Context: an optimization exercise on an open-source flow, tuned for small area. The choices shown serve that exercise and are no tape-out recipe.
At most, simulation tests tie the RTL to the original design; equivalence was not proved.
The flow treats the clock pin as an ideal source. Dropping or thinning the clock tree relies on that and would not hold on a real chip.
No activity file was given, so power comes from the tool's default toggle rates.

==> inputs of trial 83 <==
==> flow/design.v <==
module flash_dri
(
    input   wire        clk,
    input   wire        rst_n,
    output  reg         fls_sck,
    output  reg         fls_ncs,
    output  reg         fls_sdo,
    input   wire        fls_sdi,
    input   wire        start,
    input   wire [2:0]  mod_sel,
    input   wire [23:0] fls_addr,
    input   wire [7:0]  fls_write,
    output  reg  [7:0]  fls_read,
    output  reg         frd_en,
    output  reg  [23:0] frd_addr,
    output  reg  [7:0]  frd_data,
    output  reg  [15:0] id,
    output  reg         busy
);
localparam C_WFREE  = 3'd0;
localparam C_WEN    = 3'd1;
localparam C_ERASE  = 3'd2;
localparam C_WR     = 3'd3;
localparam C_RD     = 3'd4;
localparam C_FRD    = 3'd5;
localparam C_ID     = 3'd6;
localparam C_SECTOR = 3'd7;
reg  [8:0] f;
reg  [7:0] rx;
wire [2:0] fbyte = f[8:6];
wire [2:0] fbit  = f[5:3];
wire is_wfree = (mod_sel == C_WFREE);
wire is_frd   = (mod_sel == C_FRD);
wire is_rd    = (mod_sel == C_RD);
wire is_id    = (mod_sel == C_ID);
localparam [63:0] OPS   = {8'h20, 8'h90, 8'h0b, 8'h03, 8'h02, 8'hc7, 8'h06, 8'h05};
localparam [23:0] LASTS = {3'd5, 3'd7, 3'd7, 3'd6, 3'd6, 3'd2, 3'd2, 3'd3};
wire [7:0] op   = OPS[{mod_sel, 3'b000} +: 8];
wire [2:0] last = LASTS[mod_sel * 3 +: 3];
wire has_addr = (mod_sel == C_WR) | (mod_sel == C_RD) | (mod_sel == C_SECTOR);
wire has_data = (mod_sel == C_WR);
wire [7:0] pay_byte;
genvar bi;
generate
    for (bi = 0; bi < 8; bi = bi + 1) begin : g_pay
        wire [3:0] col = {fls_write[bi], fls_addr[bi], fls_addr[8+bi], fls_addr[16+bi]};
        assign pay_byte[bi] = col[{fbyte[2], fbyte[0]}];
    end
endgenerate
wire pay_bit = pay_byte[~fbit];
wire pay_ok  = (fbyte[2] ? ~fbyte[1] : fbyte[1]) &
               (fbyte[2] & fbyte[0] ? has_data : has_addr);
wire tx_bit  = (fbyte[2:1] == 2'b00) ? op[fbyte[0] ? ~fbit : 3'd7] : (pay_ok & pay_bit);
wire pre     = ~busy & f[5];
wire f_pre   = pre & f[1];                                
wire at_cap  = (f[5:0] == 6'd61);                        
wire at_end  = (f[5:0] == 6'd0) & (fbyte >= last) &
               (is_wfree ? ~rx[0] : is_frd ? (&frd_addr) : 1'b1);
wire hold_hi = &fbyte;
wire frd_load = is_frd & pre & f[0];                     
wire frd_cap  = is_frd & at_cap & fbyte[2] & fbyte[1];
wire rd_cap   = is_rd  & at_cap & fbyte[2] & fbyte[0];
wire id_cap   = is_id  & at_cap & fbyte[2] & (fbyte[1] | fbyte[0]);
always @(posedge clk) begin
    if (!rst_n)
        f <= 9'd0;
    else if (start)
        f <= 9'd61;
    else if (at_end | ~(busy | f[5]))
        f <= 9'd0;
    else begin
        f[5:0] <= f[5:0] + 6'd1;
        if ((&f[5:0]) & ~hold_hi)
            f[8:6] <= f[8:6] + 3'd1;
    end
end
always @(posedge clk) begin
    if (f[2:0] == 3'd2)
        rx <= {rx[6:0], fls_sdi};
end
always @(posedge clk) begin
    if (!rst_n) begin
        busy     <= 1'b0;
        fls_ncs  <= 1'b1;
        fls_sck  <= 1'b0;
        fls_sdo  <= 1'b0;
        frd_en   <= 1'b0;
    end else begin
        busy    <= f_pre | (busy & ~at_end);
        fls_ncs <= ~busy;
        fls_sck <= busy & (f[2] ^ (f[1] & f[0]));
        fls_sdo <= busy & tx_bit;
        frd_en  <= frd_cap;
    end
end
wire       rd_en  = rd_cap  | ~rst_n;
wire       id_en  = id_cap  | ~rst_n;
wire       frd_en_w = frd_cap | ~rst_n;
wire [7:0] rx_r   = rx & {8{rst_n}};
wire [7:0] idl_r  = id[7:0] & {8{rst_n}};
always @(posedge clk) begin
    if (rd_en)
        fls_read <= rx_r;
    if (frd_en_w)
        frd_data <= rx_r;
    if (id_en)
        id <= {idl_r, rx_r};
end
wire [2:0] blk_c;
assign blk_c[0] = frd_cap;
assign blk_c[1] = blk_c[0] & (&frd_addr[7:0]);
assign blk_c[2] = blk_c[1] & (&frd_addr[15:8]);
wire [24:0] addr_c;
genvar gi;
generate
    for (gi = 0; gi < 24; gi = gi + 1) begin : g_addr
        if (gi % 8 == 0) begin : g_blk
            assign addr_c[gi+1] = blk_c[gi/8] & frd_addr[gi];
            always @(posedge clk)
                frd_addr[gi] <= rst_n & (frd_load | (frd_addr[gi] ^ blk_c[gi/8]));
        end else begin : g_rip
            assign addr_c[gi+1] = addr_c[gi] & frd_addr[gi];
            always @(posedge clk)
                frd_addr[gi] <= rst_n & (frd_load | (frd_addr[gi] ^ addr_c[gi]));
        end
    end
endgenerate
endmodule
==> flow/flow/run.sh <==
#!/bin/bash
# Own layout flow: the standard layout (standard.sh), with two changes:
#  - synthesis is the standard synthesis script, except that ABC maps the
#    logic with an area-oriented script (flow/abc_area.script);
#  - the port buffers that global placement inserts are buf_1 cells;
#  - the clock tree is a few clock buffers fed by the clock port
#    (flow/cts_groups.tcl).
set -euo pipefail
W=$(pwd)
FL=$W/flow

# standard synthesis script, with the ABC mapping script swapped
{
  cat <<'TCL'
proc abc {args} {
  set i [lsearch -exact $args -script]
  if { $i >= 0 } { lset args [expr {$i + 1}] $::env(MY_ABC_SCRIPT) }
  yosys abc {*}$args
}
TCL
  cat "$W/synth_recipe.tcl"
} > "$W/own_synth.tcl"

export MY_ABC_SCRIPT="$FL/abc_area.script"
export BUFFER_PORTS_ARGS="-buffer_cell sky130_fd_sc_hd__buf_1"
# clock tree: a few clock buffers, each fed by the clock port
export PRE_CTS_TCL="$FL/cts_groups.tcl"
export CLKBUF_CELL=${CLKBUF_CELL:-sky130_fd_sc_hd__clkbuf_16}
export CLKBUF_GROUPS=${CLKBUF_GROUPS:-3}
export CLOCK_PORT_NET=clk

bash "$W/standard.sh" SYNTH_SCRIPT="$W/own_synth.tcl" finish > "$W/flow_make.log" 2>&1
==> flow/flow/abc_area.script <==
strash
balance
rewrite
refactor
balance
rewrite
rewrite -z
balance
refactor -z
rewrite -z
balance
dch
amap
topo
==> flow/flow/cts_groups.tcl <==
# PRE_CTS hook: the clock tree is CLKBUF_GROUPS clock buffers, each driven
# directly by the clock port and each driving one group of registers.  The
# groups are balanced: the registers are split recursively across their
# wider spread, in proportion to the number of groups on each side.  Each
# buffer sits at its group's centroid.
proc cts_groups { pts k } {
  if { $k <= 1 } { return [list $pts] }
  set xs [lsort -real [lmap p $pts { lindex $p 1 }]]
  set ys [lsort -real [lmap p $pts { lindex $p 2 }]]
  set axis [expr { ([lindex $xs end] - [lindex $xs 0]) >= ([lindex $ys end] - [lindex $ys 0]) ? 1 : 2 }]
  set pts [lsort -real -index $axis $pts]
  set k1 [expr { $k / 2 }]
  set n1 [expr { round([llength $pts] * double($k1) / $k) }]
  return [concat [cts_groups [lrange $pts 0 [expr { $n1 - 1 }]] $k1] \
    [cts_groups [lrange $pts $n1 end] [expr { $k - $k1 }]]]
}
proc clock_tree_synthesis {args} {
  set block [ord::get_db_block]
  set dbu [$block getDbUnitsPerMicron]
  set pts {}
  foreach inst [$block getInsts] {
    if { [string match "*df*" [[$inst getMaster] getName]] } {
      set box [$inst getBBox]
      lappend pts [list [$inst getName] [expr { ([$box xMin] + [$box xMax]) / 2.0 / $dbu }] \
        [expr { ([$box yMin] + [$box yMax]) / 2.0 / $dbu }]]
    }
  }
  set c 0
  foreach g [cts_groups $pts $::env(CLKBUF_GROUPS)] {
    set sx 0.0
    set sy 0.0
    set pins {}
    foreach p $g {
      set sx [expr { $sx + [lindex $p 1] }]
      set sy [expr { $sy + [lindex $p 2] }]
      lappend pins [get_pins "[lindex $p 0]/CLK"]
    }
    set x [expr { $sx / [llength $g] }]
    set y [expr { $sy / [llength $g] }]
    puts "clock buffer $c at ($x, $y) for [llength $g] registers"
    insert_buffer -buffer_cell $::env(CLKBUF_CELL) -net [get_nets $::env(CLOCK_PORT_NET)] \
      -load_pins $pins -location [list $x $y] -buffer_name clkbuf_${c}_clk -net_name clknet_${c}_clk
    incr c
  }
  set_propagated_clock [all_clocks]
}
==> flow/standard.sh <==
#!/bin/bash
# synth_recipe.tcl (not shown) runs the flow's synth.tcl, then flattens the netlist and writes it again
# the make line also repeats each setting of config.mk as NAME=value (left out here)
make -C /OpenROAD-flow-scripts/flow DESIGN_CONFIG=/design/flow/config.mk WORK_HOME=/design/flow/orfs CLKGATE_MAP_FILE= SYNTH_SCRIPT=/design/flow/synth_recipe.tcl "${@:-finish}"
==> flow/config.mk <==
export PLATFORM = sky130hd
export DESIGN_NAME = flash_dri
export DESIGN_NICKNAME = flash_dri
export VERILOG_FILES = /design/flow/design.v
export SDC_FILE = /design/flow/constraint.sdc
export NUM_CORES = 4
export LEC_CHECK = 0
export CAP_MARGIN = 20
export CORE_MARGIN = 2
export CORE_UTILIZATION = 70
export GPL_TIMING_DRIVEN = 0
export PLACE_DENSITY = 0.85
export SLEW_MARGIN = 20
==> flow/constraint.sdc <==
create_clock -name core_clock -period 5.0 [get_ports {clk}]
set_input_delay 1.0000 -clock core_clock [delete_from_list [all_inputs] [get_ports {clk}]]
set_output_delay 1.0000 -clock core_clock [all_outputs]
set_load 0.01 [all_outputs]
==> trial 54 (differences from trial 83) <==
--- a/flow/design.v
+++ b/flow/design.v
@@ -51,22 +51,22 @@
 wire pay_ok  = (fbyte[2] ? ~fbyte[1] : fbyte[1]) &
                (fbyte[2] & fbyte[0] ? has_data : has_addr);
 wire tx_bit  = (fbyte[2:1] == 2'b00) ? op[fbyte[0] ? ~fbit : 3'd7] : (pay_ok & pay_bit);
-wire pre     = ~busy & f[5];
-wire f_pre   = pre & f[1];                                
+wire idle    = (f == 9'd0);
+wire f_pre   = (fbyte == 3'd0) & (f[5:0] == 6'd62);       
 wire at_cap  = (f[5:0] == 6'd61);                        
-wire at_end  = (f[5:0] == 6'd0) & (fbyte >= last) &
+wire at_end  = (f[5:0] == 6'd0) & (fbyte == last) &
                (is_wfree ? ~rx[0] : is_frd ? (&frd_addr) : 1'b1);
-wire hold_hi = &fbyte;
-wire frd_load = is_frd & pre & f[0];                     
+wire hold_hi = (is_wfree & (fbyte == 3'd3)) | (is_frd & (fbyte == 3'd7));
+wire frd_load = is_frd & at_cap & (fbyte == 3'd0);
 wire frd_cap  = is_frd & at_cap & fbyte[2] & fbyte[1];
-wire rd_cap   = is_rd  & at_cap & fbyte[2] & fbyte[0];
-wire id_cap   = is_id  & at_cap & fbyte[2] & (fbyte[1] | fbyte[0]);
+wire rd_cap   = is_rd  & at_cap & (fbyte == 3'd5);
+wire id_cap   = is_id  & at_cap & ((fbyte == 3'd5) | (fbyte == 3'd6));
 always @(posedge clk) begin
     if (!rst_n)
         f <= 9'd0;
     else if (start)
         f <= 9'd61;
-    else if (at_end | ~(busy | f[5]))
+    else if (idle | at_end)
         f <= 9'd0;
     else begin
         f[5:0] <= f[5:0] + 6'd1;
==> flow/flow/run.sh (replaced) <==
#!/bin/bash
# Own layout flow: the standard layout (standard.sh), with two changes:
#  - synthesis is the standard synthesis script, except that ABC maps the
#    logic with an area-oriented script (flow/abc_area.script);
#  - the port buffers that global placement inserts are buf_1 cells.
set -euo pipefail
W=$(pwd)
FL=$W/flow

# standard synthesis script, with the ABC mapping script swapped
{
  cat <<'TCL'
proc abc {args} {
  set i [lsearch -exact $args -script]
  if { $i >= 0 } { lset args [expr {$i + 1}] $::env(MY_ABC_SCRIPT) }
  yosys abc {*}$args
}
TCL
  cat "$W/synth_recipe.tcl"
} > "$W/own_synth.tcl"

export MY_ABC_SCRIPT="$FL/abc_area.script"
export BUFFER_PORTS_ARGS="-buffer_cell sky130_fd_sc_hd__buf_1"
export CTS_ARGS="-sink_clustering_enable -repair_clock_nets -dont_use_dummy_load"

bash "$W/standard.sh" SYNTH_SCRIPT="$W/own_synth.tcl" finish > "$W/flow_make.log" 2>&1
==> flow/flow/abc_area.script (replaced) <==
strash
dch
amap
topo
--- a/flow/config.mk
+++ b/flow/config.mk
@@ -7,7 +7,6 @@
 export LEC_CHECK = 0
 export CAP_MARGIN = 20
 export CORE_MARGIN = 2
-export CORE_UTILIZATION = 70
-export GPL_TIMING_DRIVEN = 0
-export PLACE_DENSITY = 0.85
+export CORE_UTILIZATION = 40
+export PLACE_DENSITY = 0.6
 export SLEW_MARGIN = 20
removed: flow/flow/cts_groups.tcl
==> trial 66 (differences from trial 83) <==
==> flow/design.v, changed modules only <==
module flash_dri
(
    input   wire        clk,
    input   wire        rst_n,
    output  reg         fls_sck,
    output  reg         fls_ncs,
    output  reg         fls_sdo,
    input   wire        fls_sdi,
    input   wire        start,
    input   wire [2:0]  mod_sel,
    input   wire [23:0] fls_addr,
    input   wire [7:0]  fls_write,
    output  reg  [7:0]  fls_read,
    output  reg         frd_en,
    output  reg  [23:0] frd_addr,
    output  reg  [7:0]  frd_data,
    output  reg  [15:0] id,
    output  reg         busy
);
localparam C_WFREE  = 3'd0;
localparam C_WEN    = 3'd1;
localparam C_ERASE  = 3'd2;
localparam C_WR     = 3'd3;
localparam C_RD     = 3'd4;
localparam C_FRD    = 3'd5;
localparam C_ID     = 3'd6;
localparam C_SECTOR = 3'd7;
reg  [8:0] f;
reg  [7:0] rx;
wire [2:0] fbyte = f[8:6];
wire [2:0] fbit  = f[5:3];
wire is_wfree = (mod_sel == C_WFREE);
wire is_frd   = (mod_sel == C_FRD);
wire is_rd    = (mod_sel == C_RD);
wire is_id    = (mod_sel == C_ID);
localparam [63:0] OPS   = {8'h20, 8'h90, 8'h0b, 8'h03, 8'h02, 8'hc7, 8'h06, 8'h05};
localparam [23:0] LASTS = {3'd5, 3'd7, 3'd7, 3'd6, 3'd6, 3'd2, 3'd2, 3'd3};
wire [7:0] op   = OPS[{mod_sel, 3'b000} +: 8];
wire [2:0] last = LASTS[mod_sel * 3 +: 3];
wire has_addr = (mod_sel == C_WR) | (mod_sel == C_RD) | (mod_sel == C_SECTOR);
wire has_data = (mod_sel == C_WR);
wire [7:0] pay_byte;
genvar bi;
generate
    for (bi = 0; bi < 8; bi = bi + 1) begin : g_pay
        wire [3:0] col = {fls_write[bi], fls_addr[bi], fls_addr[8+bi], fls_addr[16+bi]};
        assign pay_byte[bi] = col[{fbyte[2], fbyte[0]}];
    end
endgenerate
wire pay_bit = pay_byte[~fbit];
wire pay_ok  = (fbyte[2] ? ~fbyte[1] : fbyte[1]) &
               (fbyte[2] & fbyte[0] ? has_data : has_addr);
wire tx_bit  = (fbyte[2:1] == 2'b00) ? op[fbyte[0] ? ~fbit : 3'd7] : (pay_ok & pay_bit);
wire idle    = (f == 9'd0);
wire f_pre   = (fbyte == 3'd0) & (f[5:0] == 6'd62);       
wire at_cap  = (f[5:0] == 6'd61);                        
wire at_end  = (f[5:0] == 6'd0) & (fbyte == last) &
               (is_wfree ? ~rx[0] : is_frd ? (&frd_addr) : 1'b1);
wire hold_hi = (is_wfree & (fbyte == 3'd3)) | (is_frd & (fbyte == 3'd7));
wire frd_load = is_frd & at_cap & (fbyte == 3'd0);
wire frd_cap  = is_frd & at_cap & fbyte[2] & fbyte[1];
wire rd_cap   = is_rd  & at_cap & (fbyte == 3'd5);
wire id_cap   = is_id  & at_cap & ((fbyte == 3'd5) | (fbyte == 3'd6));
always @(posedge clk) begin
    if (!rst_n)
        f <= 9'd0;
    else if (start)
        f <= 9'd61;
    else if (idle | at_end)
        f <= 9'd0;
    else begin
        f[5:0] <= f[5:0] + 6'd1;
        if ((&f[5:0]) & ~hold_hi)
            f[8:6] <= f[8:6] + 3'd1;
    end
end
always @(posedge clk) begin
    if (f[2:0] == 3'd2)
        rx <= {rx[6:0], fls_sdi};
end
always @(posedge clk) begin
    if (!rst_n) begin
        busy     <= 1'b0;
        fls_ncs  <= 1'b1;
        fls_sck  <= 1'b0;
        fls_sdo  <= 1'b0;
        frd_en   <= 1'b0;
    end else begin
        busy    <= f_pre | (busy & ~at_end);
        fls_ncs <= ~busy;
        fls_sck <= busy & (f[2] ^ (f[1] & f[0]));
        fls_sdo <= busy & tx_bit;
        frd_en  <= frd_cap;
    end
end
wire       rd_en  = rd_cap  | ~rst_n;
wire       id_en  = id_cap  | ~rst_n;
wire       frd_en_w = frd_cap | ~rst_n;
wire [7:0] rx_r   = rx & {8{rst_n}};
wire [7:0] idl_r  = id[7:0] & {8{rst_n}};
always @(posedge clk) begin
    if (rd_en)
        fls_read <= rx_r;
    if (frd_en_w)
        frd_data <= rx_r;
    if (id_en)
        id <= {idl_r, rx_r};
end
wire [24:0] addr_c;
assign addr_c[0] = frd_cap;
genvar gi;
generate
    for (gi = 0; gi < 24; gi = gi + 1) begin : g_addr
        assign addr_c[gi+1] = addr_c[gi] & frd_addr[gi];
        always @(posedge clk)
            frd_addr[gi] <= rst_n & (frd_load | (frd_addr[gi] ^ addr_c[gi]));
    end
endgenerate
endmodule
==> flow/flow/run.sh (replaced) <==
#!/bin/bash
# Own layout flow: the standard layout (standard.sh), with two changes:
#  - synthesis is the standard synthesis script, except that ABC maps the
#    logic with an area-oriented script (flow/abc_area.script);
#  - the port buffers that global placement inserts are buf_1 cells.
set -euo pipefail
W=$(pwd)
FL=$W/flow

# standard synthesis script, with the ABC mapping script swapped
{
  cat <<'TCL'
proc abc {args} {
  set i [lsearch -exact $args -script]
  if { $i >= 0 } { lset args [expr {$i + 1}] $::env(MY_ABC_SCRIPT) }
  yosys abc {*}$args
}
TCL
  cat "$W/synth_recipe.tcl"
} > "$W/own_synth.tcl"

export MY_ABC_SCRIPT="$FL/abc_area.script"
export BUFFER_PORTS_ARGS="-buffer_cell sky130_fd_sc_hd__buf_1"

bash "$W/standard.sh" SYNTH_SCRIPT="$W/own_synth.tcl" finish > "$W/flow_make.log" 2>&1
==> flow/flow/abc_area.script (replaced) <==
strash
dch
amap
topo
--- a/flow/config.mk
+++ b/flow/config.mk
@@ -7,7 +7,6 @@
 export LEC_CHECK = 0
 export CAP_MARGIN = 20
 export CORE_MARGIN = 2
-export CORE_UTILIZATION = 70
-export GPL_TIMING_DRIVEN = 0
-export PLACE_DENSITY = 0.85
+export CORE_UTILIZATION = 40
+export PLACE_DENSITY = 0.6
 export SLEW_MARGIN = 20
removed: flow/flow/cts_groups.tcl
==> comparison <==
Of trial 66 and trial 54, trial 66 has the higher non-clock buffer count (gap 9).
Total power, lowest first: trial 83, trial 54, trial 66.
Trial 83 went through all stages and came out clean. Trial 54 completed with no timing, DRC or antenna violations. Trial 66 produced a layout that fails on negative setup slack.
Via count: trial 54 < trial 83 < trial 66.
Of trial 66 and trial 83, trial 66 has the higher die area (gap 73%, measured against trial 83).
No functional check of the RTL was part of trial 66. In trial 83 the design's own scripts or RTL, not TritonCTS, make the clock network.

-- port drivers added, routing unchanged --
The results above use ideal ports. As a check the final layouts listed here were re-extracted and re-timed, cells and wires unchanged. Step 1, drivers: a clkbuf_16 drives clk and a buf_2 each remaining input, both assumed. Step 2 times the ports against the registers' clock, not the clock port: input delays grow and output delays shrink by t, the midpoint of the rising clock arrivals with the driver on. a / b / c = ideal ports / drivers / drivers and shift; a / b = the first two.
run | t, ns | slack for setup (ns) | worst hold slack (ns) | latest minus earliest clock arrival (ns) | worst slew at a driven data input, ns
trial 83 | 0.214 | 1.510 / 1.510 / 1.392 | 0.442 / 0.442 / 0.442 | 0.012 / 0.011 | 0.05
trial 54 | 0.365 | 1.405 / 1.396 / 1.030 | 0.437 / 0.437 / 0.437 | 0.026 / 0.027 | 0.05
trial 66 | 0.372 | -0.024 / -0.040 / -0.412 | 0.454 / 0.454 / 0.454 | 0.012 / 0.012 | 0.06
For trial 66, which loses most, drivers alone change the setup slack by -0.016 ns; drivers and shift together by -0.388 ns.
